Source: an optimization exercise on an open RTL-to-GDS flow (aim: small area). Production flows keep margins and buffers that such runs may drop. Where RTL was checked, it was by simulation tests only, not by an equivalence proof against the original. Only the layout flow was run in run 5; the RTL was not checked for function there. Power and IR drop assume default switching activity.

## config.mk

```make
export PLATFORM = sky130hd
export DESIGN_NAME = adc_top
export DESIGN_NICKNAME = adc_top
export VERILOG_FILES = /design/flow/design.v
export SDC_FILE = /design/flow/constraint.sdc
export NUM_CORES = 8
export LEC_CHECK = 0
export CAP_MARGIN = 20
export CORE_MARGIN = 2
export CORE_UTILIZATION = 40
export SLEW_MARGIN = 20
```

## constraint.sdc

```tcl
create_clock -name core_clock -period 30.0 [get_ports {clk}]
set_input_delay 6.0000 -clock core_clock [delete_from_list [all_inputs] [get_ports {clk}]]
set_output_delay 6.0000 -clock core_clock [all_outputs]
set_load 0.01 [all_outputs]
```

## design.v

```verilog
`timescale 1ns/1ps
module fix2float (
    input               clk,
    input       [5:0]   ph,
    input               start,
    input               din,
    input               sign,
    output      [31:0]  float_o
);
    reg        rd;
    reg        any;
    reg [22:0] sr;
    reg [22:0] mant;
    reg [7:0]  expo;
    reg        sg;
    wire act  = start && (ph != 6'd0);
    wire st   = start && (ph == 6'd1);
    wire anye = st ? 1'b0 : any;
    wire ab   = rd ^ (sign & anye);
    always @(posedge clk) begin
        rd  <= din;
        any <= anye | rd;
        sr  <= {act & ab, sr[22:1]};
        if (st) begin
            mant <= 23'd0;
            expo <= 8'd0;
            sg   <= sign;
        end
        if (act && ab) begin
            mant <= sr;
            expo <= 8'd96 + {2'd0, ph};
        end
    end
    assign float_o = {sg, expo, mant};
endmodule
`timescale 1ns/1ps
module cic_filter (
    input                   clk,
    input                   rstn,
    input  signed [4:0]     dat_in,
    input         [5:0]     ph,
    input                   cap,
    input                   rend,
    input                   pass,
    input                   clr,
    output                  y
);
    reg signed [34:0] s1, s2, s3, s4, a5;
    reg        [34:0] c;         
    reg        [4:0]  chi;       
    reg               rep;       
    wire [34:0] n1, n2, n3, n4, n5;
    rca #(35) r1 (.a(s1), .b({{30{dat_in[4]}}, dat_in}), .ci(1'b0), .s(n1));
    rca #(35) r2 (.a(s2), .b(s1), .ci(1'b0), .s(n2));
    rca #(35) r3 (.a(s3), .b(s2), .ci(1'b0), .s(n3));
    rca #(35) r4 (.a(s4), .b(s3), .ci(1'b0), .s(n4));
    rca #(35) r5 (.a(a5 & {35{~cap}}), .b(s4), .ci(1'b0), .s(n5));
    always @(posedge clk or negedge rstn) begin
        if (!rstn) begin
            s1 <= 35'd0; s2 <= 35'd0; s3 <= 35'd0; s4 <= 35'd0; a5 <= 35'd0;
        end else begin
            s1 <= n1; s2 <= n2; s3 <= n3; s4 <= n4; a5 <= n5;
        end
    end
    always @(posedge clk) begin
        if (cap) begin
            c   <= a5;
            chi <= c[34:30];
        end
        if (rend)
            rep <= 1'b0;
        else if (cap)
            rep <= 1'b1;
    end
    wire d0 = (rep && ph >= 6'd30) ? chi[ph - 6'd30] : c[ph];
    reg  [34:0] l1, l2, l3, l4;
    reg  [3:0]  bc;
    wire        first = (ph == 6'd0);
    wire [3:0]  cin = first ? 4'b1111 : bc;
    wire        a1 = d0;
    wire        p1 = l1[0], p2 = l2[0], p3 = l3[0], p4 = l4[0];
    wire        d1 = a1 ^ ~p1 ^ cin[0];
    wire        d2 = d1 ^ ~p2 ^ cin[1];
    wire        d3 = d2 ^ ~p3 ^ cin[2];
    wire        d4 = d3 ^ ~p4 ^ cin[3];
    always @(posedge clk) begin
        bc[0] <= (a1 & ~p1) | (a1 & cin[0]) | (~p1 & cin[0]);
        bc[1] <= (d1 & ~p2) | (d1 & cin[1]) | (~p2 & cin[1]);
        bc[2] <= (d2 & ~p3) | (d2 & cin[2]) | (~p3 & cin[2]);
        bc[3] <= (d3 & ~p4) | (d3 & cin[3]) | (~p4 & cin[3]);
        l1 <= {~clr & (pass ? a1 : p1), l1[34:1]};
        l2 <= {~clr & (pass ? d1 : p2), l2[34:1]};
        l3 <= {~clr & (pass ? d2 : p3), l3[34:1]};
        l4 <= {~clr & (pass ? d3 : p4), l4[34:1]};
    end
    assign y = d4;
endmodule
`timescale 1ns/1ps
module cic_comp_filter (
    input               clk,
    input       [5:0]   ph,
    input               clr,
    input               pB,
    input               pA,
    input               pQ,
    input               ystr,
    input       [13:0]  cl,
    input       [2:0]   hl_e,
    input       [1:0]   hl_o,
    output              str
);
    wire sgn = (ph == 6'd34);
    wire rb  = (ph == 6'd0);
    reg a1, b1, a2, b2, a3, b3, a4, b4;
    always @* begin
        a1 = 1'b0; b1 = 1'b0; a2 = 1'b0; b2 = 1'b0;
        a3 = 1'b0; b3 = 1'b0; a4 = 1'b0; b4 = 1'b0;
        if (pB) begin
            a1 = ystr;   b1 = cl[13];
            a2 = cl[0];  b2 = cl[12];
            a3 = cl[1];  b3 = cl[11];
            a4 = cl[2];  b4 = cl[10];
        end
        if (pA) begin
            a1 = cl[4];  b1 = cl[10];
            a2 = cl[5];  b2 = cl[9];
            a3 = cl[6];  b3 = cl[8];
            a4 = cl[7];
        end
        if (pQ) begin
            a1 = str;     b1 = hl_e[2];
            a2 = hl_e[0]; b2 = hl_e[1];
            a3 = hl_o[1];
        end
    end
    reg  [3:0] cy;
    wire [3:0] ci = rb ? 4'd0 : cy;
    wire s1 = a1 ^ b1 ^ ci[0];
    wire s2 = a2 ^ b2 ^ ci[1];
    wire s3 = a3 ^ b3 ^ ci[2];
    wire s4 = a4 ^ b4 ^ ci[3];
    always @(posedge clk) begin
        cy[0] <= (a1 & b1) | (a1 & ci[0]) | (b1 & ci[0]);
        cy[1] <= (a2 & b2) | (a2 & ci[1]) | (b2 & ci[1]);
        cy[2] <= (a3 & b3) | (a3 & ci[2]) | (b3 & ci[2]);
        cy[3] <= (a4 & b4) | (a4 & ci[3]) | (b4 & ci[3]);
    end
    reg [32:0] x12;
    always @* begin
        x12 = 33'd0;
        if (pB) begin
            case ({sgn, s1, s2})
                3'b000: x12 = 33'sd0;
                3'b001: x12 = -33'sd1088314;
                3'b010: x12 = -33'sd6421026;
                3'b011: x12 = -33'sd7509340;
                3'b100: x12 = 33'sd0;
                3'b101: x12 = 33'sd1088314;
                3'b110: x12 = 33'sd6421026;
                3'b111: x12 = 33'sd7509340;
            endcase
        end
        if (pA) begin
            case ({sgn, s1, s2})
                3'b000: x12 = 33'sd0;
                3'b001: x12 = -33'sd53216433;
                3'b010: x12 = -33'sd116533699;
                3'b011: x12 = -33'sd169750132;
                3'b100: x12 = 33'sd0;
                3'b101: x12 = 33'sd53216431;
                3'b110: x12 = 33'sd116533697;
                3'b111: x12 = 33'sd169750128;
            endcase
        end
        if (pQ) begin
            case ({sgn, s1, s2})
                3'b000: x12 = 33'sd0;
                3'b001: x12 = 33'sd316817548;
                3'b010: x12 = -33'sd54357298;
                3'b011: x12 = 33'sd262460250;
                3'b100: x12 = 33'sd0;
                3'b101: x12 = -33'sd316817548;
                3'b110: x12 = 33'sd54357298;
                3'b111: x12 = -33'sd262460250;
            endcase
        end
    end
    reg [32:0] x34;
    always @* begin
        x34 = 33'd0;
        if (pB) begin
            case ({sgn, s3, s4})
                3'b000: x34 = 33'sd0;
                3'b001: x34 = 33'sd8641811;
                3'b010: x34 = 33'sd34811522;
                3'b011: x34 = 33'sd43453333;
                3'b100: x34 = 33'sd0;
                3'b101: x34 = -33'sd8641809;
                3'b110: x34 = -33'sd34811522;
                3'b111: x34 = -33'sd43453331;
            endcase
        end
        if (pA) begin
            case ({sgn, s3, s4})
                3'b000: x34 = 33'sd0;
                3'b001: x34 = 33'sd628155438;
                3'b010: x34 = 33'sd356375486;
                3'b011: x34 = 33'sd984530924;
                3'b100: x34 = 33'sd0;
                3'b101: x34 = -33'sd628155438;
                3'b110: x34 = -33'sd356375486;
                3'b111: x34 = -33'sd984530924;
            endcase
        end
        if (pQ) begin
            case ({sgn, s3, s4})
                3'b000: x34 = 33'sd0;
                3'b001: x34 = 33'sd0;
                3'b010: x34 = 33'sd536870912;
                3'b011: x34 = 33'sd536870912;
                3'b100: x34 = 33'sd0;
                3'b101: x34 = 33'sd0;
                3'b110: x34 = -33'sd536870912;
                3'b111: x34 = -33'sd536870912;
            endcase
        end
    end
    wire first = pB | pQ;
    reg  signed [31:0] acc;
    reg         [34:0] lr;
    reg         [29:0] hr;
    reg         [4:0]  dly;
    reg                pfirst;
    wire               lb = ~first & lr[0];
    wire        [32:0] ae = rb ? 33'd0 : {acc[31], acc};
    wire        [32:0] sum;
    wire [32:0] cs_s, cs_k;
    csa #(33) c0 (.a(ae), .b(x12), .c(x34), .s(cs_s), .k(cs_k));
    rca #(33) ra (.a(cs_s), .b(cs_k), .ci(lb), .s(sum));
    wire        [29:0] hn;
    rca #(30) rh (.a(hr & {30{~pfirst}}), .b(acc[29:0]), .ci(1'b0), .s(hn));
    always @(posedge clk) begin
        acc <= sum[32:1];
        lr  <= {sum[0], lr[34:1]};
        dly <= {sum[0], dly[4:1]};
        if (rb)
            hr <= hn;
        if (sgn)
            pfirst <= first;
    end
    assign str = (ph < 6'd5) ? dly[0] : hr[ph - 6'd5];
endmodule
`timescale 1ns/1ps
module hb1_filter (
    input           clk,
    input           clr,
    input           ystr,
    input           shift_c,
    input           str,
    input           shift_e,
    input           shift_o,
    output [13:0]   cl,
    output [2:0]    hl_e,
    output [1:0]    hl_o
);
    wire [13:0] lco;
    genvar g_lc;
    generate for (g_lc = 0; g_lc < 14; g_lc = g_lc + 1) begin : gl_lc
        reg [34:0] r;
        wire nb;
        if (g_lc == 0) begin : h
            assign nb = shift_c ? ystr : r[0];
        end else begin : t
            assign nb = shift_c ? lco[g_lc-1] : r[0];
        end
        always @(posedge clk)
            r <= {~clr & nb, r[34:1]};
        assign lco[g_lc] = r[0];
    end endgenerate
    wire [2:0] leo;
    genvar g_le;
    generate for (g_le = 0; g_le < 3; g_le = g_le + 1) begin : gl_le
        reg [34:0] r;
        wire nb;
        if (g_le == 0) begin : h
            assign nb = shift_e ? str : r[0];
        end else begin : t
            assign nb = shift_e ? leo[g_le-1] : r[0];
        end
        always @(posedge clk)
            r <= {~clr & nb, r[34:1]};
        assign leo[g_le] = r[0];
    end endgenerate
    wire [1:0] loo;
    genvar g_lo;
    generate for (g_lo = 0; g_lo < 2; g_lo = g_lo + 1) begin : gl_lo
        reg [34:0] r;
        wire nb;
        if (g_lo == 0) begin : h
            assign nb = shift_o ? str : r[0];
        end else begin : t
            assign nb = shift_o ? loo[g_lo-1] : r[0];
        end
        always @(posedge clk)
            r <= {~clr & nb, r[34:1]};
        assign loo[g_lo] = r[0];
    end endgenerate
    assign cl   = lco;
    assign hl_e = leo;
    assign hl_o = loo;
endmodule
`timescale 1ns/1ps
module hb2_filter (
    input           clk,
    input           rstn,
    input   [5:0]   ph,
    input           clr,
    input           v_evt,
    input           w_evt,
    input           din,
    output          str,
    output          sign
);
    wire sgn = (ph == 6'd34);
    wire rb  = (ph == 6'd0);
    wire [36:0] leo;
    genvar g_le;
    generate for (g_le = 0; g_le < 37; g_le = g_le + 1) begin : gl_le
        reg [34:0] r;
        wire nb;
        if (g_le == 0) begin : h
            assign nb = v_evt ? din : r[0];
        end else begin : t
            assign nb = v_evt ? leo[g_le-1] : r[0];
        end
        always @(posedge clk)
            r <= {~clr & nb, r[34:1]};
        assign leo[g_le] = r[0];
    end endgenerate
    wire [17:0] loo;
    genvar g_lo;
    generate for (g_lo = 0; g_lo < 18; g_lo = g_lo + 1) begin : gl_lo
        reg [34:0] r;
        wire nb;
        if (g_lo == 0) begin : h
            assign nb = w_evt ? din : r[0];
        end else begin : t
            assign nb = w_evt ? loo[g_lo-1] : r[0];
        end
        always @(posedge clk)
            r <= {~clr & nb, r[34:1]};
        assign loo[g_lo] = r[0];
    end endgenerate
    reg [3:0] p;
    reg       f;
    wire go = ~clr & (((p != 4'd6) && (p != 4'd9)) || ((p == 4'd6) && w_evt) || ((p == 4'd9) && v_evt));
    always @(posedge clk or negedge rstn) begin
        if (!rstn) begin
            p <= 4'd7;
            f <= 1'b1;
        end else if (sgn && go) begin
            p <= (p == 4'd9) ? 4'd0 : p + 4'd1;
            f <= (p == 4'd9);
        end
    end
    reg a1, b1, a2, b2;
    always @* begin
        a1 = 1'b0; b1 = 1'b0; a2 = 1'b0; b2 = 1'b0;
        if (go) begin
            case (p)
                4'd9: begin a1 = din; b1 = leo[36]; end
                default: begin a1 = leo[p]; b1 = leo[35 - p]; end
            endcase
            case (p)
                4'd6: begin a2 = loo[17]; b2 = 1'b0; end
                4'd7: begin a2 = leo[15]; b2 = leo[20]; end
                4'd8: begin a2 = leo[16]; b2 = leo[19]; end
                4'd9: begin a2 = leo[17]; b2 = leo[18]; end
                default: begin a2 = leo[9 + p]; b2 = leo[26 - p]; end
            endcase
        end
    end
    reg  [1:0] cy;
    wire [1:0] ci = rb ? 2'd0 : cy;
    wire s1 = a1 ^ b1 ^ ci[0];
    wire s2 = a2 ^ b2 ^ ci[1];
    always @(posedge clk) begin
        cy[0] <= (a1 & b1) | (a1 & ci[0]) | (b1 & ci[0]);
        cy[1] <= (a2 & b2) | (a2 & ci[1]) | (b2 & ci[1]);
    end
    reg [31:0] k1;
    always @* begin
        k1 = 32'sd0;
        if (go)
        case (p)
            4'd0: k1 = sgn ? 32'sd16303 : -32'sd16305;
            4'd1: k1 = sgn ? -32'sd48551 : 32'sd48553;
            4'd2: k1 = sgn ? 32'sd119257 : -32'sd119259;
            4'd3: k1 = sgn ? -32'sd257820 : 32'sd257820;
            4'd4: k1 = sgn ? 32'sd507427 : -32'sd507429;
            4'd5: k1 = sgn ? -32'sd928129 : 32'sd928131;
            4'd6: k1 = sgn ? 32'sd1599801 : -32'sd1599799;
            4'd7: k1 = sgn ? -32'sd2625319 : 32'sd2625321;
            4'd8: k1 = sgn ? 32'sd4134999 : -32'sd4135001;
            4'd9: k1 = sgn ? -32'sd3870 : 32'sd3870;
            default: k1 = 32'sd0;
        endcase
    end
    wire [31:0] x1 = s1 ? k1 : 32'd0;
    reg [31:0] k2;
    always @* begin
        k2 = 32'sd0;
        if (go)
        case (p)
            4'd0: k2 = sgn ? -32'sd6294537 : 32'sd6294535;
            4'd1: k2 = sgn ? 32'sd9321690 : -32'sd9321690;
            4'd2: k2 = sgn ? -32'sd13522983 : 32'sd13522985;
            4'd3: k2 = sgn ? 32'sd19377524 : -32'sd19377524;
            4'd4: k2 = sgn ? -32'sd27742080 : 32'sd27742080;
            4'd5: k2 = sgn ? 32'sd40418825 : -32'sd40418827;
            4'd6: k2 = sgn ? -32'sd536870912 : 32'sd536870912;
            4'd7: k2 = sgn ? -32'sd62096704 : 32'sd62096704;
            4'd8: k2 = sgn ? 32'sd110065331 : -32'sd110065333;
            4'd9: k2 = sgn ? -32'sd340477049 : 32'sd340477051;
            default: k2 = 32'sd0;
        endcase
    end
    wire [31:0] x2 = s2 ? k2 : 32'd0;
    wire first = go & f;
    reg  signed [30:0] acc;
    reg         [34:0] lr;
    reg         [29:0] hr;
    reg         [4:0]  dly;
    reg                pfirst;
    wire               lb = ~first & lr[0];
    wire        [31:0] ae = rb ? 32'd0 : {acc[30], acc};
    wire        [31:0] sum;
    wire [31:0] ta_s, ta_k;
    csa #(32) c0 (.a(ae), .b(x1), .c(x2), .s(ta_s), .k(ta_k));
    rca #(32) ra (.a(ta_s), .b(ta_k), .ci(lb), .s(sum));
    wire        [29:0] hn;
    rca #(30) rh (.a(hr & {30{~pfirst}}), .b(acc[29:0]), .ci(1'b0), .s(hn));
    always @(posedge clk) begin
        acc <= sum[31:1];
        lr  <= {sum[0], lr[34:1]};
        dly <= {sum[0], dly[4:1]};
        if (rb)
            hr <= hn;
        if (sgn)
            pfirst <= first;
    end
    assign str  = (ph < 6'd5) ? dly[0] : hr[ph - 6'd5];
    assign sign = hr[29];
endmodule
`timescale 1ns/1ps
module adc_top (
    input  wire                clk,
    input  wire                rstn,
    input  wire signed [4:0]   dat_in,
    output wire                clk_vld_out,
    output wire signed [31:0]  dat_out
);
    reg  [8:0] cnt;       
    reg  [5:0] ph;        
    reg        clr;       
    reg        vld;
    always @(posedge clk or negedge rstn) begin
        if (!rstn) begin
            cnt <= 9'd0;
            ph  <= 6'd0;
            clr <= 1'b1;
            vld <= 1'b0;
        end else begin
            cnt <= cnt + 9'd1;
            ph  <= (ph == 6'd34) ? 6'd0 : ph + 6'd1;
            if (ph == 6'd34)
                clr <= 1'b0;
            vld <= (cnt == 9'd452);
        end
    end
    wire rend = (ph == 6'd34);         
    wire cap  = (cnt[5:0] == 6'd1);    
    reg       cpend;
    reg [2:0] ckk;
    reg       e0v, e1v, e2v, e3v, e4v;
    reg [2:0] e0k, e1k, e2k, e3k, e4k;
    always @(posedge clk or negedge rstn) begin
        if (!rstn) begin
            cpend <= 1'b0; ckk <= 3'd0;
            e0v <= 1'b0; e1v <= 1'b0; e2v <= 1'b0; e3v <= 1'b0; e4v <= 1'b0;
            e0k <= 3'd0; e1k <= 3'd0; e2k <= 3'd0; e3k <= 3'd0; e4k <= 3'd0;
        end else if (rend) begin
            e0v <= cpend | cap;
            e0k <= cap ? cnt[8:6] : ckk;
            cpend <= 1'b0;
            e1v <= e0v; e1k <= e0k;
            e2v <= e1v; e2k <= e1k;
            e3v <= e2v; e3k <= e2k;
            e4v <= e3v; e4k <= e3k;
        end else if (cap) begin
            cpend <= 1'b1;
            ckk   <= cnt[8:6];
        end
    end
    wire ystr;                  
    wire e1str;                 
    wire e2str;                 
    wire e2sign;
    cic_filter u_cic (
        .clk(clk), .rstn(rstn), .dat_in(dat_in), .ph(ph), .cap(cap),
        .rend(rend), .pass(e0v), .clr(clr), .y(ystr)
    );
    wire [13:0] cl;             
    wire [2:0]  hl_e;           
    wire [1:0]  hl_o;           
    cic_comp_filter u_comp (
        .clk(clk), .ph(ph), .clr(clr),
        .pB(e0v & ~e0k[0]), .pA(e1v & ~e1k[0]), .pQ(e2v & (e2k[1:0] == 2'd0)),
        .ystr(ystr), .cl(cl), .hl_e(hl_e), .hl_o(hl_o), .str(e1str)
    );
    hb1_filter u_hb1 (
        .clk(clk), .clr(clr), .ystr(ystr), .shift_c(e0v),
        .str(e1str), .shift_e(e2v & (e2k[1:0] == 2'd0)), .shift_o(e2v & (e2k[1:0] == 2'd2)),
        .cl(cl), .hl_e(hl_e), .hl_o(hl_o)
    );
    hb2_filter u_hb2 (
        .clk(clk), .rstn(rstn), .ph(ph), .clr(clr),
        .v_evt(e3v & (e3k == 3'd0)), .w_evt(e3v & (e3k == 3'd4)),
        .din(e1str), .str(e2str), .sign(e2sign)
    );
    fix2float u_fix2float (
        .clk(clk), .ph(ph), .start(e4v & (e4k == 3'd0)),
        .din(e2str), .sign(e2sign), .float_o(dat_out)
    );
    assign clk_vld_out = vld;
endmodule
module rca #(parameter W = 35) (
    input  [W-1:0] a,
    input  [W-1:0] b,
    input          ci,
    output [W-1:0] s
);
    wire [W:0] c;
    assign c[0] = ci;
    genvar i;
    generate for (i = 0; i < W; i = i + 1) begin : g
        assign s[i]   = a[i] ^ b[i] ^ c[i];
        assign c[i+1] = (a[i] & b[i]) | (a[i] & c[i]) | (b[i] & c[i]);
    end endgenerate
endmodule
module csa #(parameter W = 35) (
    input  [W-1:0] a,
    input  [W-1:0] b,
    input  [W-1:0] c,
    output [W-1:0] s,
    output [W-1:0] k
);
    assign s = a ^ b ^ c;
    assign k = {(a[W-2:0] & b[W-2:0]) | (a[W-2:0] & c[W-2:0]) | (b[W-2:0] & c[W-2:0]), 1'b0};
endmodule
```

## run.sh

```bash
#!/bin/bash
# synth_recipe.tcl (not shown) runs the flow's synth.tcl, then flattens the netlist and writes it again
# the make line also repeats each setting of config.mk as NAME=value (left out here)
make -C /OpenROAD-flow-scripts/flow DESIGN_CONFIG=/design/flow/config.mk WORK_HOME=/design/flow/orfs CLKGATE_MAP_FILE= SYNTH_SCRIPT=/design/flow/synth_recipe.tcl finish
```

==> results of run 1 <==
==> per-stage QoR <==
| step | power [mW] | util (%) | instance area [sq um] | setup WS [ns] | std cells |
|---|---|---|---|---|---|
| after floorplan | 5.10 | - | 83000 | 9.79 | 5018 |
| after global placement | 5.20 | 41.9 | 86600 | 8.98 | 7677 |
| after detailed placement | 5.25 | 41.9 | 86600 | 8.92 | 7677 |
| after CTS | 9.16 | 47.0 | 97100 | 9.91 | 8228 |
| after global routing | 9.46 | 47.0 | 97100 | 9.35 | 8230 |
| final | 9.00 | 47.0 | 97100 | 9.98 | 8234 |
==> cell usage after synthesis (all sizes together), types with 3 or more instances <==
cell	number	area share, %
dfxtp	2899	70
inv	171	0.77
xor2	6	0.063
nand2b	16	0.12
a31oi	30	0.23
dfstp	5	0.16
a221oi	4	0.042
dfrtp	216	6.5
mux4	39	1.1
nand4	6	0.045
buf	28	0.17
mux2	8	0.11
o211ai	3	0.027
fa	355	8.6
a22o	3	0.032
a41oi	3	0.032
a21o	11	0.099
a221o	4	0.048
o31ai	9	0.12
nor2	101	0.46
nand3	29	0.17
nand3b	8	0.072
edfxtp	133	4.8
nand2	272	1.2
and3	10	0.075
ha	34	0.51
o21ai	51	0.31
mux2i	47	0.57
a311oi	3	0.032
o22ai	9	0.068
a211oi	8	0.072
o21a	4	0.036
nor2b	67	0.50
xnor2	30	0.35
nor3	13	0.078
a31o	3	0.032
a21oi	131	0.79
a22oi	11	0.099
clkbuf	88	0.40
and2	128	0.96
==> routing by layer <==
layer  vias to the layer above  routed length (microns)  GRT usage, %
met1                     17000                    61000          17.3
met5                         -                        0             0
met4                         0                     3890          4.79
met2                       597                    49600          16.5
met3                       306                     5220          2.59
li1                      16600                        -             -
==> worst max-delay path, delay by kind of cell <==
kind | cells | cell delay [ns]
buffers and inverters | 3 | 0.52
adder cells (fa/ha/maj) | 34 | 14.02
XOR/XNOR | 2 | 0.29
==> cell families (layout without fill, tap and decap cells) <==
group	after synthesis	after routing	share of synthesized area, %
AOI/OAI and AO/OA	297	297	2.18
xor gates and xnor gates	36	36	0.412
adders and majority gates	389	389	9.07
buffers and inverters	287	793	1.35
DFF	3253	3253	81.4
muxes	94	94	1.74
other	0	6	0
and+or+nand+nor	662	662	3.84
==> power by group through the flow <==
stage	combinational [mW]	clock, mW	sequential, mW
after global placement	0.473	0	4.73
after global routing	0.634	4.18	4.65
after floorplan	0.411	0	4.69
after detailed placement	0.521	0	4.73
final	0.495	3.88	4.63
after CTS	0.526	4.00	4.63
==> worst min path at each step <==
stage | end | slack (ns) | depth (start not counted)
3_5_place_dp | u_hb1.gl_le[1].r[0]$_DFF_P_ | 0.31 | 0
2_1_floorplan | u_cic.l1[0]$_DFF_P_ | 0.31 | 0
6_report | u_hb2.gl_le[26].r[23]$_DFF_P_ | 0.26 | 0
4_1_cts | u_hb2.gl_le[26].r[23]$_DFF_P_ | 0.26 | 0
5_1_grt | u_hb2.gl_le[11].r[16]$_DFF_P_ | 0.26 | 0
3_3_place_gp | u_hb2.gl_le[10].r[18]$_DFF_P_ | 0.31 | 0
==> state kept, by name, indices dropped and copies added (netlist names), 70 cells and up <==
name,count
u_hb1.gl_lc.r,490
u_hb1.gl_le.r,105
u_hb1.gl_lo.r,70
u_hb2.gl_le.r,1295
u_hb2.gl_lo.r,630
==> cell type report <==
cell class | count | area (sq um) | share of cell area (%)
inverter | 171 | 642 | 0.661
timing repair buffer | 71 | 631 | 0.650
multi-input combinational | 1478 | 14400 | 14.8
sequential | 3253 | 67600 | 69.6
clock inverter | 99 | 1030 | 1.07
tap | 2704 | 3380 | 3.48
antenna | 6 | 15.0 | 0.0155
clock buffer | 452 | 9450 | 9.74
==> results by group, run 1 <==
Outcome
  • Status: complete, no violations

Global routing
  • Initial antenna violation count: 7
  • Tot GR Track Use: 11.7%
  • Vias in the first global route: 35.4k
  • Largest net degree at the start of global routing: 110
  • GRT overflow: 0
  • First-pass GRT wire length: 195 mm

Worst setup path
  • WS Path Type: in -> reg
  • CP startpoint: dat_in[0]
  • Worst R2R Path Depth: 53
  • Critical path fanouts, max: 1
  • WP data arrival: 20.83 ns
  • Max stage delay on crit path: roughly 0.45 ns
  • R2R Path End: u_comp.acc[30]$_DFF_P_
  • CP endpoint: u_cic.s1[34]$_DFF_PN0_
  • Worst flop-to-flop path startpoint: ph[0]$_DFF_PN0_
  • CP max-delay cell: fa_1
  • Worst endpoint required time: 30.81 ns
  • Critical path endpoint category: flop
  • Crit-path most repeated cell: fa_1
  • Worst setup SP type: primary input
  • R2r setup slk: about 11 ns

Final layout
  • Commonest non-fill, non-tap cell in the layout: dfxtp_1
  • Layout area overhead: 17.0%
  • Fill cells: 17.5k
  • Commonest non-fill, non-tap cells in the layout: 2899 x dfxtp_1, 355 x fa_1, 334 x clkbuf_16, 272 x nand2_1, 216 x dfrtp_1
  • Nets: 5689
  • Ratio of cells with drive above 1 in the final layout: 10.9%

Die
  • I/O pin cnt: 40
  • Starting Density: 40.2%
  • Die area: 0.211 sq mm
  • Die Width: around 460 microns
  • Rows: 167
  • Die Y: 460 microns
  • Core region area: approximately 0.21 sq mm

Clock network
  • Inserted Clock Buffers: 318
  • Clock Latency Late Sink: 0.93 ns
  • # resized after CTS: 0
  • Post-CTS repair timing setup buffer count: 0
  • Max Root-Sink Buffers: 4
  • Clk slew on worst S/H paths: about 0.060 ns
  • CTS sink cnt: 3253
  • Cts hold-fix bufs: 0
  • H-tree Lvls: 5
  • Root Driver: clkbuf_16
  • CTS tree: done

Worst hold path
  • Hold Crit Class: reg -> reg
  • Hold_sp: u_hb2.gl_le[26].r[24]$_DFF_P_

STA
  • Final Hold Fails: 0
  • Final Max Slew Viols: 0
  • Setup TNS: 0 ns
  • Worst Max-Slew Pin Slew: 1.01 ns
  • Tmin final: about 20 ns
  • RSZ-0062 raised after global routing: false
  • Worst hold slack: roughly 0.26 ns
  • Max-slew headroom: 32.4%
  • Clock skew: 0.0773 ns
  • Achievable frequency: 0.0500 GHz
  • Period utilization: 66.7%
  • Final setup viols: 0

Pwr
  • Clock power frac: 43.1%
  • LEAKAGE: slightly below 40 nW
  • Internal power: 7.11 mW
  • Pwr/cell area: approximately 93 mW/mm^2
  • Gate power share: 5.5%
  • Sw Ratio: between 20% and 30%
  • Reg power frac: 51.4%
  • Sw power: 1.90 mW
  • Maximum VDD drop: 0.0573 mV

Placed design
  • HPWL Detailed: 73.2 mm
  • Gp weighted congestion: around 0.83
  • Port bufs: 39

Synthesis
  • Netlist cell types: 70
  • Net Count, Synth: about 5.4k
  • Ys flop type: dfxtp_1
  • Ys async rst share: 6.79%
  • Post-synth EDFFs: approximately 130
  • Gate Count Post-Synth: 5018
  • Yosys warns: 6
  • Seq cells post-synth: 3253
  • Synthesized area: roughly 0.083 sq mm
  • Avg Synthesized Cell Area: 16.5 sq um
  • Register area share after synthesis: 81.4%

Detailed routing
  • DRC: 0
  • Initial DRC Count: about 1.8k
  • Drt wl/cell: 14.5 microns
  • DR vias/cell: 4.18
  • ANT nets after route: 0
  • Routed WL: 120 mm
  • Via count: 34.4k
  • TritonRoute pass-1 iters: 5

Flow run
  • Max-cap viol count: 0
==> run 2: changes to the inputs <==
--- a/config.mk
+++ b/config.mk
@@ -9,3 +9,5 @@
 export CORE_MARGIN = 2
 export CORE_UTILIZATION = 40
+export CTS_BUF_LIST = sky130_fd_sc_hd__clkbuf_8
+export CTS_CLUSTER_SIZE = 24
 export SLEW_MARGIN = 20
==> run 2 against run 1 <==
Critical path depth is the same. Critical endpoint unchanged. Core utilization shrank 0.52 points. Non-clock buffer count grew 1. Still clean on timing, DRC and antenna. Wire length grew 0.91%. Final cell count grew 3.2%.
==> results by group, run 2 <==
Outcome
  • Status: complete, no violations

Worst setup path
  • Worst setup SP type: primary input
  • CP max-delay cell: fa_1
  • WP data arrival: 20.82 ns (about the same)
  • Crit-path most repeated cell: fa_1
  • CP startpoint: dat_in[0]
  • Critical path endpoint category: flop
  • WS Path Type: in -> reg
  • R2R Path End: u_comp.acc[30]$_DFF_P_
  • Critical path fanouts, max: 1 (unchanged)
  • R2r setup slk: 10.59 ns (-0.03 ns)
  • Max stage delay on crit path: 0.44 ns (about the same)
  • Worst endpoint required time: 30.99 ns (+0.18 ns)
  • Worst flop-to-flop path startpoint: ph[0]$_DFF_PN0_
  • CP endpoint: u_cic.s1[34]$_DFF_PN0_
  • Worst R2R Path Depth: 53 (unchanged)

Detailed routing
  • Via count: 35.2k (+2.3%)
  • DRC: 0 (unchanged)
  • DR vias/cell: 4.14 (-0.94%)
  • ANT nets after route: 0 (unchanged)
  • Initial DRC Count: 1768 (-3.2%)
  • Routed WL: 121 mm (+0.91%)
  • Drt wl/cell: 14.2 microns (-2.3%)
  • TritonRoute pass-1 iters: 5 (unchanged)

STA
  • Final Max Slew Viols: 0 (unchanged)
  • Final setup viols: 0 (unchanged)
  • Tmin final: 19.84 ns (-0.183 ns)
  • Achievable frequency: 0.0504 GHz (+0.92%)
  • Period utilization: 66.1% (-0.61 points)
  • Setup TNS: 0 ns (unchanged)
  • Max-slew headroom: 30.0% (-2.3 points)
  • Clock skew: 0.125 ns (+0.0475 ns)
  • RSZ-0062 raised after global routing: false
  • Final worst slack: 10.16 ns (+0.183 ns)
  • Worst Max-Slew Pin Slew: 1.05 ns (+0.0346 ns)
  • Final Hold Fails: 0 (unchanged)

Global routing
  • Initial antenna violation count: 13 (+6)
  • Tot GR Track Use: 11.8% (+0.13 points)
  • First-pass GRT wire length: 197 mm (+1.1%)
  • Largest net degree at the start of global routing: 110 (unchanged)
  • GRT overflow: 0 (unchanged)
  • Vias in the first global route: 36.8k (+3.9%)

Pwr
  • Sw Ratio: 22.1% (+1.1 points)
  • Internal power: 6.61 mW (-7.0%)
  • Maximum VDD drop: 0.0448 mV (-22%)
  • Sw power: 1.88 mW (-0.80%)
  • Pwr Total: 8.49 mW (-5.7%)
  • Clock power frac: 39.7% (-3.4 points)
  • Pwr/cell area: 88.4 mW/mm^2 (-4.6%)
  • Gate power share: 5.8% (+0.3 points)
  • Reg power frac: 54.5% (+3.1 points)
  • LEAKAGE: 39.7 nW (+0.64%)

Die
  • Starting Density: 40.2% (unchanged)
  • Die Y: 460 microns (unchanged)
  • Rows: 167 (unchanged)
  • I/O pin cnt: 40 (unchanged)
  • Core region area: 0.207 sq mm (unchanged)
  • Die area: 0.211 sq mm (unchanged)
  • Die Width: 460 microns (unchanged)

Clock network
  • Clk slew on worst S/H paths: 0.06 ns (about the same)
  • CTS tree: done
  • Cts hold-fix bufs: 0 (unchanged)
  • H-tree Lvls: 5 (unchanged)
  • Root Driver: clkbuf_8
  • Inserted Clock Buffers: 473 (+49%)
  • # resized after CTS: 0 (unchanged)
  • Post-CTS repair timing setup buffer count: 0 (unchanged)
  • Clock Latency Late Sink: 1.10 ns (+0.17 ns)
  • CTS sink cnt: 3253 (unchanged)
  • Max Root-Sink Buffers: 4 (unchanged)

Final layout
  • Top reg by flops: u_hb2.gl_le.r
  • Commonest non-fill, non-tap cells in the layout: 2899 x dfxtp_1, 586 x clkbuf_8, 355 x fa_1, 329 x inv_1, 272 x nand2_1
  • Top flop regs: u_hb2.gl_le.r x1295, u_hb2.gl_lo.r x630, u_hb1.gl_lc.r x490
  • Area of the multi-input gates: 0.0144 sq mm (unchanged)
  • Commonest non-fill, non-tap cell in the layout: dfxtp_1
  • Reg area: 0.0676 sq mm (unchanged)
  • Non-filler cells, final: 8501 (+3.2%)
  • Ratio of cells with drive above 1 in the final layout: 13.1% (+2.3 points)
  • Nets: 5845 (+2.7%)
  • Max FFs per register: 1295 (unchanged)
  • Fill cells: 17.8k (+1.3%)
  • Layout area overhead: 15.7%

Synthesis
  • Top-count cell post-synth: dfxtp_1
  • Area leader, netlist: dfxtp_1
  • Net Count, Synth: 5414 (unchanged)
  • Avg Synthesized Cell Area: 16.5 sq um (unchanged)
  • Top cell type's share of synthesized area: 69.9% (unchanged)
  • Seq cells post-synth: 3253 (unchanged)
  • Ys async rst share: 6.79% (unchanged)
  • Synthesized area: 0.0830 sq mm (unchanged)
  • Netlist cell types: 70 (unchanged)
  • Synth cell count leaders: 2899 x dfxtp_1, 355 x fa_1, 272 x nand2_1
  • Yosys warns: 6 (unchanged)
  • Post-synth EDFFs: 133 (unchanged)
  • Register area share after synthesis: 81.4% (unchanged)
  • Gate Count Post-Synth: 5018 (unchanged)
  • Ys flop type: dfxtp_1
  • Synth area leaders: dfxtp_1 70%, fa_1 8.6%, dfrtp_1 6.5%

Placed design
  • Placed Cells: 7677 (unchanged)
  • Gp weighted congestion: 0.833 (unchanged)
  • HPWL Detailed: 73.2 mm (unchanged)
  • Port bufs: 39 (unchanged)
  • Place WS: 8.92 ns (unchanged)

Flow run
  • Max-cap viol count: 0 (unchanged)

Worst hold path
  • Hold Crit Class: reg -> reg
[run 2: final cells by class]
cell class	instances	share of cell area [%]
Tap cell	2704	3.52
Timing Repair Buffer	72	0.686
Clock buffer	586	8.40
Antenna cell	4	0.0104
Clock inverter	233	1.37
Sequential cell	3253	70.4
Multi-Input combinational cell	1478	15.0
Inverter	171	0.669
[run 2: power groups by stage]
| stage | Combinational, mW | Clock [mW] | Sequential [mW] |
|---|---|---|---|
| 2_1_floorplan | 0.411 | 0 | 4.69 |
| 3_3_place_gp | 0.473 | 0 | 4.73 |
| 3_5_place_dp | 0.521 | 0 | 4.73 |
| 4_1_cts | 0.524 | 3.50 | 4.63 |
| 5_1_grt | 0.633 | 3.70 | 4.65 |
| 6_report | 0.494 | 3.37 | 4.63 |
[run 2: how the worst min path moves through the flow]
stage / slack, ns / cells after the start / end / start
final: 0.25 / 0 / u_hb2.gl_lo[16].r[7]$_DFF_P_ / u_hb2.gl_lo[16].r[8]$_DFF_P_
after global routing: 0.26 / 0 / u_hb2.gl_le[23].r[20]$_DFF_P_ / u_hb2.gl_le[23].r[21]$_DFF_P_
after CTS: 0.25 / 0 / u_hb2.gl_lo[16].r[7]$_DFF_P_ / u_hb2.gl_lo[16].r[8]$_DFF_P_
after detailed placement: 0.31 / 0 / u_hb1.gl_le[1].r[0]$_DFF_P_ / u_hb1.gl_le[1].r[1]$_DFF_P_
after global placement: 0.31 / 0 / u_hb2.gl_le[10].r[18]$_DFF_P_ / u_hb2.gl_le[10].r[19]$_DFF_P_
after floorplan: 0.31 / 0 / u_cic.l1[0]$_DFF_P_ / u_cic.l1[1]$_DFF_P_
[run 2: kinds of logic (layout without fill, tap and decap cells)]
logic type | count (synthesis) | after routing | synth area share, %
other cells | 0 | 4 | 0
flops | 3253 | 3253 | 81.4
fa+ha+maj | 389 | 389 | 9.07
buf+inv | 287 | 1062 | 1.35
simple gates | 662 | 662 | 3.84
compound gates | 297 | 297 | 2.18
mux | 94 | 94 | 1.74
xor+xnor | 36 | 36 | 0.412
[run 2: through the flow]
step | utilization, % | area, sq um | hold WS (ns)
after floorplan | - | 83000 | 0.310
after global placement | 41.9 | 86600 | 0.310
after detailed placement | 41.9 | 86600 | 0.312
after CTS | 46.4 | 96000 | 0.246
after global routing | 46.5 | 96000 | 0.255
final | 46.5 | 96000 | 0.247
[run 2: worst max-delay path, delay by kind of cell]
kind                       cells  cell delay [ns]
buffers and inverters          3             0.52
adders and majority gates     34            13.98
xor gates and xnor gates       2             0.30
[run 2: per-layer routing]
| metal | part of all wire (%) | vias up | wire length, microns | global-route usage, % |
|---|---|---|---|---|
| met1 | 50 | 17200 | 60700 | 17.1 |
| li1 | - | 16900 | - | - |
| met2 | 41 | 766 | 50000 | 16.4 |
| met4 | 2.9 | 0 | 3530 | 5.09 |
| met3 | 5.5 | 281 | 6640 | 3.41 |
| met5 | 0 | - | 0 | 0 |
==> run 3: changes to the inputs <==
--- a/config.mk
+++ b/config.mk
@@ -9,5 +9,5 @@
 export CORE_MARGIN = 2
 export CORE_UTILIZATION = 40
-export CTS_BUF_LIST = sky130_fd_sc_hd__clkbuf_8
-export CTS_CLUSTER_SIZE = 24
+export CTS_CLUSTER_DIAMETER = 120
+export CTS_CLUSTER_SIZE = 28
 export SLEW_MARGIN = 20
==> run 3 against run 2 <==
Clock power fell by 38%. Count of clock-buffer cells in the layout fell by 418. Still clean on timing, DRC and antenna. Critical path depth did not move. Sequential cell count did not move. Clock skew fell by 0.064 ns. Combinational power barely moved. First-iteration DRC count rose by 7.3%. Non-clock buffer count did not move. Sequential power barely moved. Largest cell class unchanged.
==> results by group, run 3 <==
Global routing
  • GRT overflow: 0 (unchanged)
  • Initial antenna violation count: 14 (+1)
  • Tot GR Track Use: 11.1% (-0.72 points)
  • Met3 Resource Use GR: 2.13% (-1.3 points)
  • First-pass GRT wire length: 185 mm (-6.4%)
  • GR Util met1: 17.1% (-0.066 points)
  • Global routing usage on met2: 15.7% (-0.74 points)
  • Vias in the first global route: 33.1k (-10%)
  • GRT busiest layer: met1
  • Largest net degree at the start of global routing: 110 (unchanged)

Pwr
  • LEAKAGE: 36.1 nW (-9.1%)
  • Gate power share: 6.8% (+1.0 points)
  • Pwr/cell area: 79.5 mW/mm^2 (-10%)
  • Maximum VDD drop: 0.0544 mV (+21%)
  • Clock power frac: 28.9% (-11 points)
  • Sw Ratio: 21.9% (-0.20 points)
  • Reg power frac: 64.3% (+9.8 points)
  • Internal power: 5.61 mW (-15%)
  • Sw power: 1.58 mW (-16%)

Synthesis
  • Post-synthesis mux area share: 1.74% (unchanged)
  • Ys flop type: dfxtp_1
  • Top cell type's share of synthesized area: 69.9% (unchanged)
  • Netlist cell types: 70 (unchanged)
  • Synth area leaders: dfxtp_1 70%, fa_1 8.6%, dfrtp_1 6.5%
  • Largest family of logic cells by synthesized area: adder cells
  • Xor/xnor share of the synthesized area: 0.412% (unchanged)
  • Net Count, Synth: 5414 (unchanged)
  • Post-synthesis compound-gate area fraction: 2.18% (unchanged)
  • Synthesized area: 0.0830 sq mm (unchanged)
  • Gate Count Post-Synth: 5018 (unchanged)
  • Avg Synthesized Cell Area: 16.5 sq um (unchanged)
  • Simple-Gate Fraction of Synth Area: 3.84% (unchanged)
  • Area leader, netlist: dfxtp_1
  • Post-synth EDFFs: 133 (unchanged)
  • Ys async rst share: 6.79% (unchanged)
  • Seq cells post-synth: 3253 (unchanged)
  • Top-count cell post-synth: dfxtp_1
  • Synth cell count leaders: 2899 x dfxtp_1, 355 x fa_1, 272 x nand2_1
  • Register area share after synthesis: 81.4% (unchanged)
  • Yosys warns: 6 (unchanged)
  • Area share of fa/ha/maj cells after synthesis: 9.07% (unchanged)

Worst setup path
  • Crit-path most repeated cell: fa_1
  • Worst path depth: 39 (unchanged)
  • Worst R2R Path Depth: 53 (unchanged)
  • WP data arrival: 20.84 ns (+0.02 ns)
  • CP max-delay cell: fa_1
  • Critical path endpoint category: flop
  • Worst setup SP type: primary input
  • WS Path Type: in -> reg
  • Worst endpoint required time: 30.69 ns (-0.30 ns)
  • Max stage delay on crit path: 0.45 ns (about the same)
  • Largest delay share family, worst path: adder cells
  • Critical path fanouts, max: 1 (unchanged)
  • Buf/Inv on CP: 3 (unchanged)

Final layout
  • Fill cells: 18.1k (+2.1%)
  • Nets: 5506 (-5.8%)
  • Max FFs per register: 1295 (unchanged)
  • Layout area overhead: 8.92%
  • Commonest non-fill, non-tap cells in the layout: 2899 x dfxtp_1, 355 x fa_1, 272 x nand2_1, 216 x dfrtp_1, 169 x inv_1
  • Ratio of cells with drive above 1 in the final layout: 5.00% (-8.1 points)
  • Core Util, Final: 43.7% (-2.7 points)
  • Top reg by flops: u_hb2.gl_le.r
  • Top flop regs: u_hb2.gl_le.r x1295, u_hb2.gl_lo.r x630, u_hb1.gl_lc.r x490
  • Commonest non-fill, non-tap cell in the layout: dfxtp_1
  • Non-filler cells, final: 7862 (-7.5%)

Worst hold path
  • Hold Crit Class: reg -> reg
  • Hold depth: 0 (unchanged)

Die
  • Core region area: 0.207 sq mm (unchanged)
  • Die Y: 460 microns (unchanged)
  • Die area: 0.211 sq mm (unchanged)
  • Die Width: 460 microns (unchanged)
  • I/O pin cnt: 40 (unchanged)
  • Rows: 167 (unchanged)
  • Starting Density: 40.2% (unchanged)

STA
  • Worst hold slack: 0.285 ns (+0.0380 ns)
  • Period utilization: 67.2% (+1.0 points)
  • Final setup viols: 0 (unchanged)
  • Tmin final: 20.15 ns (+0.312 ns)
  • Worst Max-Slew Pin Slew: 1.03 ns (-0.0148 ns)
  • Clock skew: 0.0605 ns (-0.0643 ns)
  • Max-slew headroom: 31.0% (+0.99 points)
  • Achievable frequency: 0.0496 GHz (-1.5%)
  • RSZ-0062 raised after global routing: false
  • Final Hold Fails: 0 (unchanged)
  • Setup TNS: 0 ns (unchanged)
  • Final Max Slew Viols: 0 (unchanged)

Clock network
  • Max Root-Sink Buffers: 3 (-1)
  • Inserted Clock Buffers: 134 (-72%)
  • Post-CTS repair timing setup buffer count: 0 (unchanged)
  • # resized after CTS: 0 (unchanged)
  • Clk slew on worst S/H paths: 0.09 ns (+0.03 ns)
  • Root Driver: clkbuf_16
  • CTS tree: done
  • Cts hold-fix bufs: 0 (unchanged)
  • CTS sink cnt: 3253 (unchanged)
  • H-tree Lvls: 4 (-1)
  • Clock Latency Late Sink: 0.83 ns (-0.27 ns)

Detailed routing
  • DR vias/cell: 4.19 (+1.1%)
  • Via count: 32.9k (-6.5%)
  • Routed WL: 114 mm (-5.7%)
  • TritonRoute pass-1 iters: 5 (unchanged)
  • Initial DRC Count: 1897 (+7.3%)
  • DRC: 0 (unchanged)
  • Drt wl/cell: 14.5 microns (+2.0%)
  • ANT nets after route: 0 (unchanged)

Placed design
  • Placed Cells: 7677 (unchanged)
  • Port bufs: 39 (unchanged)
  • HPWL Detailed: 73.2 mm (unchanged)
  • Gp weighted congestion: 0.833 (unchanged)

Flow run
  • Max-cap viol count: 0 (unchanged)

Outcome
  • Status: complete, no violations
## run 3: cell type report
class | instances | area (sq um) | share of cell area [%]
clock inverters | 13 | 228 | 0.252
inverters | 171 | 642 | 0.710
clock buffers | 168 | 3550 | 3.93
well taps | 2704 | 3380 | 3.74
flip-flops and latches | 3253 | 67600 | 74.7
repair buffers | 72 | 658 | 0.728
multi-input cells | 1478 | 14400 | 15.9
diodes | 3 | 7.51 | 0.00830
## run 3: worst paths after layout
check	slack (ns)	end	startpoint
setup / recovery	9.85	u_cic.s1[34]$_DFF_PN0_	dat_in[0]
hold / removal	0.28	u_hb1.gl_lo[0].r[20]$_DFF_P_	u_hb1.gl_lo[0].r[21]$_DFF_P_
setup reg to reg	10.64	u_comp.acc[30]$_DFF_P_	ph[0]$_DFF_PN0_
hold reg to reg	0.28	u_hb1.gl_lo[0].r[20]$_DFF_P_	u_hb1.gl_lo[0].r[21]$_DFF_P_
max in group asynchronous	23.33	u_hb2.p[0]$_DFFE_PN1P_	rstn
min in group asynchronous	5.24	u_cic.s1[22]$_DFF_PN0_	rstn
## run 3: routing by layer
metal  vias up  part of all wire, %  wire, microns
li1      16000                    -              -
met1     16300                   52          59400
met5         -                    0              0
met3       174                  4.0           4570
met2       470                   41          47000
met4         0                  2.7           3040
## run 3: logic make-up after synthesis
| group | after synthesis |
|---|---|
| flops | 3253 |
| xor+xnor | 36 |
| compound gates | 297 |
| mux | 94 |
| simple gates | 662 |
| fa+ha+maj | 389 |
| buf+inv | 287 |
## run 3: worst reg2reg max path, delay by kind of cell, from the launching register on
family	cells	cell delay (ns)
buffers and inverters	5	0.94
AOI/OAI and AO/OA	7	1.49
adders and majority gates	38	15.73
DFF	1	0.61
and+or+nand+nor	3	0.52
## run 3: power by group through the flow
stage / logic [mW] / clock network, mW / registers (mW)
final: 0.492 / 2.08 / 4.62
after global routing: 0.631 / 2.32 / 4.65
after CTS: 0.522 / 2.17 / 4.63
after detailed placement: 0.521 / 0 / 4.73
after global placement: 0.473 / 0 / 4.73
after floorplan: 0.411 / 0 / 4.69
## run 3: metrics by stage
stage | power, mW | setup slack (ns) | cell area [sq um]
6_report | 7.19 | 9.85 | 90400
5_1_grt | 7.60 | 9.22 | 90400
4_1_cts | 7.32 | 9.77 | 90400
3_5_place_dp | 5.25 | 8.92 | 86600
3_3_place_gp | 5.20 | 8.98 | 86600
2_1_floorplan | 5.10 | 9.79 | 83000
==> run 4: changes to the inputs <==
--- a/config.mk
+++ b/config.mk
@@ -8,6 +8,6 @@
 export CAP_MARGIN = 20
 export CORE_MARGIN = 2
-export CORE_UTILIZATION = 40
-export CTS_CLUSTER_DIAMETER = 120
-export CTS_CLUSTER_SIZE = 28
+export CORE_UTILIZATION = 60
+export CTS_CLUSTER_DIAMETER = 100
+export CTS_CLUSTER_SIZE = 30
 export SLEW_MARGIN = 20
==> run 4 against run 3 <==
Critical path depth stayed put. Critical endpoint unchanged. Combinational power barely moved. Sequential cell count stayed put.
==> results by group, run 4 <==
Clock network
  • # resized after CTS: 0 (unchanged)
  • Cts hold-fix bufs: 0 (unchanged)
  • CTS tree: done
  • Root Driver: clkbuf_16
  • H-tree Lvls: 3 (-1)
  • Post-CTS repair timing setup buffer count: 0 (unchanged)
  • Clock Latency Late Sink: 0.78 ns (-0.05 ns)
  • Clk slew on worst S/H paths: 0.10 ns (about the same)
  • Inserted Clock Buffers: 120 (-10%)
  • Max Root-Sink Buffers: 3 (unchanged)
  • CTS sink cnt: 3253 (unchanged)

STA
  • Clock skew: 0.0477 ns (-0.0128 ns)
  • Period utilization: 67.2% (about the same)
  • Worst Max-Slew Pin Slew: 1.05 ns (+0.0140 ns)
  • Final Max Slew Viols: 0 (unchanged)
  • Worst hold slack: 0.311 ns (+0.0261 ns)
  • Final setup viols: 0 (unchanged)
  • Achievable frequency: 0.0496 GHz (about the same)
  • Max-slew headroom: 30.1% (-0.93 points)
  • RSZ-0062 raised after global routing: false
  • Tmin final: 20.15 ns (-0.00245 ns)
  • Final Hold Fails: 0 (unchanged)
  • Setup TNS: 0 ns (unchanged)

Worst hold path
  • Hold Crit Class: reg -> reg
  • Hold depth: 0 (unchanged)
  • WHS Endpoint: u_hb2.gl_lo[16].r[32]$_DFF_P_
  • Hold_sp: u_hb2.gl_lo[16].r[33]$_DFF_P_

Pwr
  • Maximum VDD drop: 0.0679 mV (+25%)
  • Pwr/cell area: 79.6 mW/mm^2 (about the same)
  • LEAKAGE: 35.9 nW (-0.58%)
  • Pwr Total: 7.07 mW (-1.7%)

Final layout
  • Top reg by flops: u_hb2.gl_le.r
  • Area of the multi-input gates: 0.0144 sq mm (about the same)
  • Layout area overhead: 7.04%
  • Commonest non-fill, non-tap cells in the layout: 2899 x dfxtp_1, 355 x fa_1, 272 x nand2_1, 216 x dfrtp_1, 169 x inv_1
  • Core Util, Final: 64.7% (+21 points)
  • Commonest non-fill, non-tap cell in the layout: dfxtp_1
  • Fill cells: 9945 (-45%)
  • Max FFs per register: 1295 (unchanged)
  • Reg area: 0.0676 sq mm (unchanged)
  • Ratio of cells with drive above 1 in the final layout: 4.67% (-0.34 points)
  • Nets: 5492 (-0.25%)
  • Non-filler cells, final: 6939 (-12%)
  • Top flop regs: u_hb2.gl_le.r x1295, u_hb2.gl_lo.r x630, u_hb1.gl_lc.r x490

Die
  • Die Y: 376 microns (-18%)
  • Die Width: 376 microns (-18%)
  • Core region area: 0.137 sq mm (-34%)
  • Starting Density: 60.4% (+20 points)
  • I/O pin cnt: 40 (unchanged)
  • Die area: 0.141 sq mm (-33%)
  • Rows: 136 (-19%)

Synthesis
  • Yosys warns: 6 (unchanged)
  • Ys flop type: dfxtp_1
  • Synth area leaders: dfxtp_1 70%, fa_1 8.6%, dfrtp_1 6.5%
  • Avg Synthesized Cell Area: 16.5 sq um (unchanged)
  • Synth cell count leaders: 2899 x dfxtp_1, 355 x fa_1, 272 x nand2_1
  • Top cell type's share of synthesized area: 69.9% (unchanged)
  • Post-synth EDFFs: 133 (unchanged)
  • Seq cells post-synth: 3253 (unchanged)
  • Netlist cell types: 70 (unchanged)
  • Gate Count Post-Synth: 5018 (unchanged)
  • Synthesized area: 0.0830 sq mm (unchanged)
  • Net Count, Synth: 5414 (unchanged)
  • Register area share after synthesis: 81.4% (unchanged)
  • Ys async rst share: 6.79% (unchanged)
  • Top-count cell post-synth: dfxtp_1
  • Area leader, netlist: dfxtp_1

Global routing
  • Initial antenna violation count: 5 (-9)
  • Vias in the first global route: 32.1k (-3.1%)
  • GRT overflow: 0 (unchanged)
  • First-pass GRT wire length: 183 mm (-0.90%)
  • Tot GR Track Use: 16.8% (+5.7 points)
  • Largest net degree at the start of global routing: 83 (-25%)

Worst setup path
  • Crit-path most repeated cell: fa_1
  • Critical path fanouts, max: 1 (unchanged)
  • Worst endpoint required time: 30.67 ns (-0.02 ns)
  • WP data arrival: 20.82 ns (-0.02 ns)
  • Largest delay share family, worst path: adder cells
  • WS Path Type: in -> reg
  • Worst setup SP type: primary input
  • Worst R2R Path Depth: 57 (+7.5%)
  • Buf/Inv on CP: 3 (unchanged)
  • R2r setup slk: 10.87 ns (+0.23 ns)
  • CP max-delay cell: fa_1
  • Worst path depth: 39 (unchanged)
  • Worst flop-to-flop path startpoint: ph[0]$_DFF_PN0_
  • Critical path endpoint category: flop
  • Max stage delay on crit path: 0.45 ns (about the same)
  • R2R Path End: u_comp.acc[31]$_DFF_P_

Detailed routing
  • ANT nets after route: 0 (unchanged)
  • Via count: 32.6k (-1.1%)
  • DRC: 0 (unchanged)
  • Initial DRC Count: 1807 (-4.7%)
  • TritonRoute pass-1 iters: 5 (unchanged)
  • Drt wl/cell: 16.6 microns (+14%)
  • DR vias/cell: 4.69 (+12%)
  • Routed WL: 115 mm (+0.92%)

Placed design
  • HPWL Detailed: 75.2 mm (+2.8%)
  • Gp weighted congestion: 0.864 (+3.8%)
  • Placed Cells: 6768 (-12%)
  • Port bufs: 39 (unchanged)

Flow run
  • Max-cap viol count: 0 (unchanged)

Outcome
  • Status: complete, no violations
## run 4: changes by cell type in the layout (fill, tap and decap cells not counted), moves of 2 or more
cell / previous run / this run
buf_4: 32 / 34
clkbuf_1: 30 / 34
clkbuf_16: 137 / 120
clkinv_8: 4 / 1
inv_12: 1 / 3
inv_6: 3 / 0
## run 4: worst max path at each step
stage | startpoint | to
2_1_floorplan | dat_in[0] | u_cic.s1[34]$_DFF_PN0_
3_3_place_gp | dat_in[0] | u_cic.s1[34]$_DFF_PN0_
3_5_place_dp | dat_in[0] | u_cic.s1[34]$_DFF_PN0_
4_1_cts | dat_in[0] | u_cic.s1[34]$_DFF_PN0_
5_1_grt | dat_in[0] | u_cic.s1[34]$_DFF_PN0_
6_report | dat_in[0] | u_cic.s1[34]$_DFF_PN0_
## run 4: area by class of cell
class | count | area share (%)
antenna | 4 | 0.0113
clock buffer | 155 | 3.54
clock inverter | 12 | 0.261
inverter | 171 | 0.722
multi-input combinational | 1478 | 16.2
sequential | 3253 | 76.1
tap | 1794 | 2.53
timing repair buffer | 72 | 0.721
## run 4: cell families (layout without fill, tap and decap cells)
logic type                 count (synthesis)  count (layout)  share of synthesized area [%]
other                                      0               4                              0
xor gates and xnor gates                  36              36                          0.412
buffers and inverters                    287             410                           1.35
adders and majority gates                389             389                           9.07
DFF                                     3253            3253                           81.4
AOI/OAI and AO/OA                        297             297                           2.18
muxes                                     94              94                           1.74
and+or+nand+nor                          662             662                           3.84
## run 4: stage by stage
stage | cell area [sq um] | worst slack [ns]
floorplan | 83000 | 9.79
global placement | 85400 | 8.89
detailed placement | 85500 | 8.85
CTS | 88800 | 9.71
global route | 88800 | 9.32
finish | 88800 | 9.85
## run 4: power breakdown
| part | switching, mW | internal (mW) | total [mW] |
|---|---|---|---|
| logic | 0.244 | 0.248 | 0.492 |
| clock network | 1.19 | 0.755 | 1.95 |
| registers | 0.122 | 4.51 | 4.63 |
## run 4: per-layer routing
layer	up-vias	track usage, %	wire, microns
li1	15900	-	-
met1	16000	26.8	60000
met2	496	23.3	46400
met3	145	3.35	5960
met4	0	4.99	2700
met5	-	0	0
==> run 5: changes to the inputs <==
--- a/design.v
+++ b/design.v
@@ -239,11 +239,10 @@
     rca #(33) ra (.a(cs_s), .b(cs_k), .ci(lb), .s(sum));
     wire        [29:0] hn;
-    rca #(30) rh (.a(hr & {30{~pfirst}}), .b(acc[29:0]), .ci(1'b0), .s(hn));
+    rca #(30) rh (.a(hr & {30{~(rb & pfirst)}}), .b(acc[29:0] & {30{rb}}), .ci(1'b0), .s(hn));
     always @(posedge clk) begin
         acc <= sum[32:1];
         lr  <= {sum[0], lr[34:1]};
         dly <= {sum[0], dly[4:1]};
-        if (rb)
-            hr <= hn;
+        hr <= hn;
         if (sgn)
             pfirst <= first;
@@ -440,11 +439,10 @@
     rca #(32) ra (.a(ta_s), .b(ta_k), .ci(lb), .s(sum));
     wire        [29:0] hn;
-    rca #(30) rh (.a(hr & {30{~pfirst}}), .b(acc[29:0]), .ci(1'b0), .s(hn));
+    rca #(30) rh (.a(hr & {30{~(rb & pfirst)}}), .b(acc[29:0] & {30{rb}}), .ci(1'b0), .s(hn));
     always @(posedge clk) begin
         acc <= sum[31:1];
         lr  <= {sum[0], lr[34:1]};
         dly <= {sum[0], dly[4:1]};
-        if (rb)
-            hr <= hn;
+        hr <= hn;
         if (sgn)
             pfirst <= first;
@@ -483,19 +481,21 @@
     reg       cpend;
     reg [2:0] ckk;
-    reg       e0v, e1v, e2v, e3v, e4v;
-    reg [2:0] e0k, e1k, e2k, e3k, e4k;
+    reg       e0v, e1e, e2e, e3v, e3w, e4v;
+    reg [2:0] e0k;
+    reg [1:0] e1k, e2k;
     always @(posedge clk or negedge rstn) begin
         if (!rstn) begin
             cpend <= 1'b0; ckk <= 3'd0;
-            e0v <= 1'b0; e1v <= 1'b0; e2v <= 1'b0; e3v <= 1'b0; e4v <= 1'b0;
-            e0k <= 3'd0; e1k <= 3'd0; e2k <= 3'd0; e3k <= 3'd0; e4k <= 3'd0;
+            e0v <= 1'b0; e1e <= 1'b0; e2e <= 1'b0; e3v <= 1'b0; e3w <= 1'b0; e4v <= 1'b0;
+            e0k <= 3'd0; e1k <= 2'd0; e2k <= 2'd0;
         end else if (rend) begin
             e0v <= cpend | cap;
             e0k <= cap ? cnt[8:6] : ckk;
             cpend <= 1'b0;
-            e1v <= e0v; e1k <= e0k;
-            e2v <= e1v; e2k <= e1k;
-            e3v <= e2v; e3k <= e2k;
-            e4v <= e3v; e4k <= e3k;
+            e1e <= e0v & ~e0k[0]; e1k <= e0k[2:1];
+            e2e <= e1e;           e2k <= e1k;
+            e3v <= e2e & (e2k == 2'd0);
+            e3w <= e2e & (e2k == 2'd2);
+            e4v <= e3v;
         end else if (cap) begin
             cpend <= 1'b1;
@@ -516,19 +516,19 @@
     cic_comp_filter u_comp (
         .clk(clk), .ph(ph), .clr(clr),
-        .pB(e0v & ~e0k[0]), .pA(e1v & ~e1k[0]), .pQ(e2v & (e2k[1:0] == 2'd0)),
+        .pB(e0v & ~e0k[0]), .pA(e1e), .pQ(e2e & ~e2k[0]),
         .ystr(ystr), .cl(cl), .hl_e(hl_e), .hl_o(hl_o), .str(e1str)
     );
     hb1_filter u_hb1 (
         .clk(clk), .clr(clr), .ystr(ystr), .shift_c(e0v),
-        .str(e1str), .shift_e(e2v & (e2k[1:0] == 2'd0)), .shift_o(e2v & (e2k[1:0] == 2'd2)),
+        .str(e1str), .shift_e(e2e & ~e2k[0]), .shift_o(e2e & e2k[0]),
         .cl(cl), .hl_e(hl_e), .hl_o(hl_o)
     );
     hb2_filter u_hb2 (
         .clk(clk), .rstn(rstn), .ph(ph), .clr(clr),
-        .v_evt(e3v & (e3k == 3'd0)), .w_evt(e3v & (e3k == 3'd4)),
+        .v_evt(e3v), .w_evt(e3w),
         .din(e1str), .str(e2str), .sign(e2sign)
     );
     fix2float u_fix2float (
-        .clk(clk), .ph(ph), .start(e4v & (e4k == 3'd0)),
+        .clk(clk), .ph(ph), .start(e4v),
         .din(e2str), .sign(e2sign), .float_o(dat_out)
     );
--- a/config.mk
+++ b/config.mk
@@ -9,5 +9,6 @@
 export CORE_MARGIN = 2
 export CORE_UTILIZATION = 60
-export CTS_CLUSTER_DIAMETER = 100
-export CTS_CLUSTER_SIZE = 30
+export CTS_CLUSTER_DIAMETER = 60
+export CTS_CLUSTER_SIZE = 34
+export PLACE_DENSITY = 0.75
 export SLEW_MARGIN = 20
==> run 5 against run 4 <==
Still clean. Die area down 0.49%. Power up 6.1%. Final area up 1.1%. Synthesized cell count down 0.62%. Via count down 0.15%. Count of clock-buffer cells in the layout up 6. Sequential cell count down 7. Clock skew down 0.0014 ns. Global-route usage up 0.61 points. Critical path type unchanged. Critical endpoint unchanged.
==> results by group, run 5 <==
Global routing
  • Largest net degree at the start of global routing: 84 (+1.2%)
  • Initial antenna violation count: 3 (-2)
  • GRT overflow: 0 (unchanged)
  • First-pass GRT wire length: 191 mm (+4.4%)
  • Tot GR Track Use: 17.4% (+0.61 points)
  • Vias in the first global route: 34.1k (+6.4%)

Placed design
  • Placed Area: 0.0850 sq mm (-0.57%)
  • Gp weighted congestion: 0.867 (+0.37%)
  • Port bufs: 39 (unchanged)
  • HPWL Detailed: 72.2 mm (-4.0%)
  • Placed Cells: 6734 (-0.50%)

Synthesis
  • Register area share after synthesis: 80.9% (-0.53 points)
  • Avg Synthesized Cell Area: 16.6 sq um (+0.12%)
  • Seq cells post-synth: 3246 (-0.22%)
  • Top cell type's share of synthesized area: 71.7% (+1.8 points)
  • Top-count cell post-synth: dfxtp_1
  • Synth area leaders: dfxtp_1 72%, fa_1 8.6%, dfrtp_1 6.3%
  • Ys flop type: dfxtp_1
  • Net Count, Synth: 5383 (-0.57%)
  • Netlist cell types: 74 (+5.7%)
  • Ys async rst share: 6.59% (-0.20 points)
  • Area leader, netlist: dfxtp_1
  • Gate Count Post-Synth: 4987 (-0.62%)
  • Synthesized area: 0.0826 sq mm (-0.50%)
  • Yosys warns: 6 (unchanged)
  • Post-synth EDFFs: 73 (-45%)
  • Synth cell count leaders: 2959 x dfxtp_1, 355 x fa_1, 241 x and2_1

STA
  • Final Hold Fails: 0 (unchanged)
  • Tmin final: 20.42 ns (+0.275 ns)
  • Final Max Slew Viols: 0 (unchanged)
  • RSZ-0062 raised after global routing: false
  • Worst Max-Slew Pin Slew: 1.05 ns (-0.00235 ns)
  • Setup TNS: 0 ns (unchanged)
  • Worst hold slack: 0.302 ns (-0.00943 ns)
  • Final setup viols: 0 (unchanged)
  • Period utilization: 68.1% (+0.92 points)
  • Achievable frequency: 0.0490 GHz (-1.3%)
  • Clock skew: 0.0463 ns (-0.00140 ns)
  • Max-slew headroom: 29.7% (-0.38 points)

Die
  • Rows: 136 (unchanged)
  • Die area: 0.141 sq mm (-0.49%)
  • Core region area: 0.137 sq mm (-0.25%)
  • Starting Density: 60.3% (-0.15 points)
  • Die Y: 375 microns (-0.25%)
  • Die Width: 375 microns (-0.25%)
  • I/O pin cnt: 40 (unchanged)

Clock network
  • # resized after CTS: 0 (unchanged)
  • Inserted Clock Buffers: 140 (+17%)
  • CTS tree: done
  • Max Root-Sink Buffers: 3 (unchanged)
  • Clk slew on worst S/H paths: 0.12 ns (+0.02 ns)
  • Post-CTS repair timing setup buffer count: 0 (unchanged)
  • H-tree Lvls: 4 (+1)
  • Root Driver: clkbuf_16
  • CTS sink cnt: 3246 (-0.22%)
  • Clock Latency Late Sink: 0.81 ns (+0.03 ns)
  • Cts hold-fix bufs: 0 (unchanged)

Final layout
  • Nets: 5478 (-0.25%)
  • Top flop regs: u_hb2.gl_le.r x1295, u_hb2.gl_lo.r x630, u_hb1.gl_lc.r x490
  • Max FFs per register: 1295 (unchanged)
  • Ratio of cells with drive above 1 in the final layout: 6.36% (+1.7 points)
  • Commonest non-fill, non-tap cells in the layout: 2959 x dfxtp_1, 355 x fa_1, 241 x and2_1, 208 x dfrtp_1, 162 x inv_1
  • Final Cell Area: 0.0899 sq mm (+1.1%)
  • Top reg by flops: u_hb2.gl_le.r
  • Non-filler cells, final: 6972 (+0.48%)
  • Layout area overhead: 8.81%
  • Commonest non-fill, non-tap cell in the layout: dfxtp_1

Pwr
  • Pwr/cell area: 83.5 mW/mm^2 (+4.9%)
  • LEAKAGE: 36.6 nW (+2.0%)
  • Maximum VDD drop: 0.0699 mV (+2.8%)

Detailed routing
  • Routed WL: 118 mm (+2.7%)
  • TritonRoute pass-1 iters: 6 (+1)
  • Drt wl/cell: 16.9 microns (+2.2%)
  • Initial DRC Count: 2214 (+23%)
  • ANT nets after route: 0 (unchanged)
  • DRC: 0 (unchanged)
  • DR vias/cell: 4.67 (-0.63%)
  • Via count: 32.5k (-0.15%)

Worst setup path
  • Critical path endpoint category: flop
  • Crit-path most repeated cell: fa_1
  • Max stage delay on crit path: 0.45 ns (about the same)
  • CP max-delay cell: fa_1
  • Largest delay share family, worst path: adder cells
  • Buf/Inv on CP: 3 (unchanged)
  • WP data arrival: 21.10 ns (+0.28 ns)
  • Critical path fanouts, max: 1 (unchanged)
  • Worst endpoint required time: 30.68 ns (about the same)
  • Worst setup SP type: primary input
  • WS Path Type: in -> reg

Flow run
  • Max-cap viol count: 0 (unchanged)

Outcome
  • Status: complete, no violations

Worst hold path
  • Hold Crit Class: reg -> reg
## run 5: changes by cell type after synthesis, moves of 11 or more
| cell | before | now |
|---|---|---|
| nor2_1 | 101 | 159 |
| o21ai_0 | 48 | 59 |
| mux2i_1 | 47 | 95 |
| and2_1 | 126 | 241 |
| edfxtp_1 | 133 | 73 |
| a21oi_1 | 130 | 75 |
| buf_2 | 8 | 19 |
| nand2_1 | 272 | 143 |
| nor2b_1 | 67 | 11 |
| dfxtp_1 | 2899 | 2959 |
## run 5: area by class of cell
cell class	count	area (sq um)
Antenna cell	1	2.50
Clock buffer	161	3710
Clock inverter	76	1180
Fill cell	9188	47100
Inverter	164	616
Multi-Input combinational cell	1461	14700
Sequential cell	3246	66800
Tap cell	1794	2240
Timing Repair Buffer	69	616
## run 5: layer usage
| layer | global-route usage, % | wire length, microns |
|---|---|---|
| met1 | 25.7 | 58000 |
| met4 | 5.86 | 3340 |
| met3 | 3.08 | 4450 |
| met2 | 26.4 | 52300 |
| met5 | 0 | 13 |
## run 5: path summary, 6_finish.rpt
path / from / to / slack [ns] / cells past startpoint
max: dat_in[0] / u_cic.s1[34]$_DFF_PN0_ / 9.58 / 39
min: u_comp.lr[26]$_DFF_P_ / u_comp.lr[25]$_DFF_P_ / 0.30 / 0
max reg2reg: ph[0]$_DFF_PN0_ / u_comp.acc[30]$_DFF_P_ / 9.86 / 56
min reg2reg: u_comp.lr[26]$_DFF_P_ / u_comp.lr[25]$_DFF_P_ / 0.30 / 0
max in group asynchronous: rstn / u_cic.s1[2]$_DFF_PN0_ / 22.64 / 3
min in group asynchronous: rstn / vld$_DFF_PN0_ / 5.14 / 1
## run 5: per-stage QoR
stage	setup slack, ns	util, %	power (mW)
after floorplan	9.79	-	5.08
after global placement	8.88	62.0	5.20
after detailed placement	8.59	62.0	5.26
after CTS	9.49	65.6	7.60
after global routing	8.95	65.6	7.88
final	9.58	65.6	7.50
## run 5: kinds of logic after synthesis
family / synth area share (%)
buf+inv: 1.34
flops: 80.9
compound gates: 1.84
simple gates: 4.03
fa+ha+maj: 9.12
xor+xnor: 0.362
mux: 2.45
## run 5: power breakdown
part | leakage [nW] | internal, mW | switching, mW | total, mW
combinational | 7.24 | 0.264 | 0.263 | 0.526
sequential | 27.0 | 4.49 | 0.118 | 4.61
clock | 2.35 | 0.995 | 1.37 | 2.37
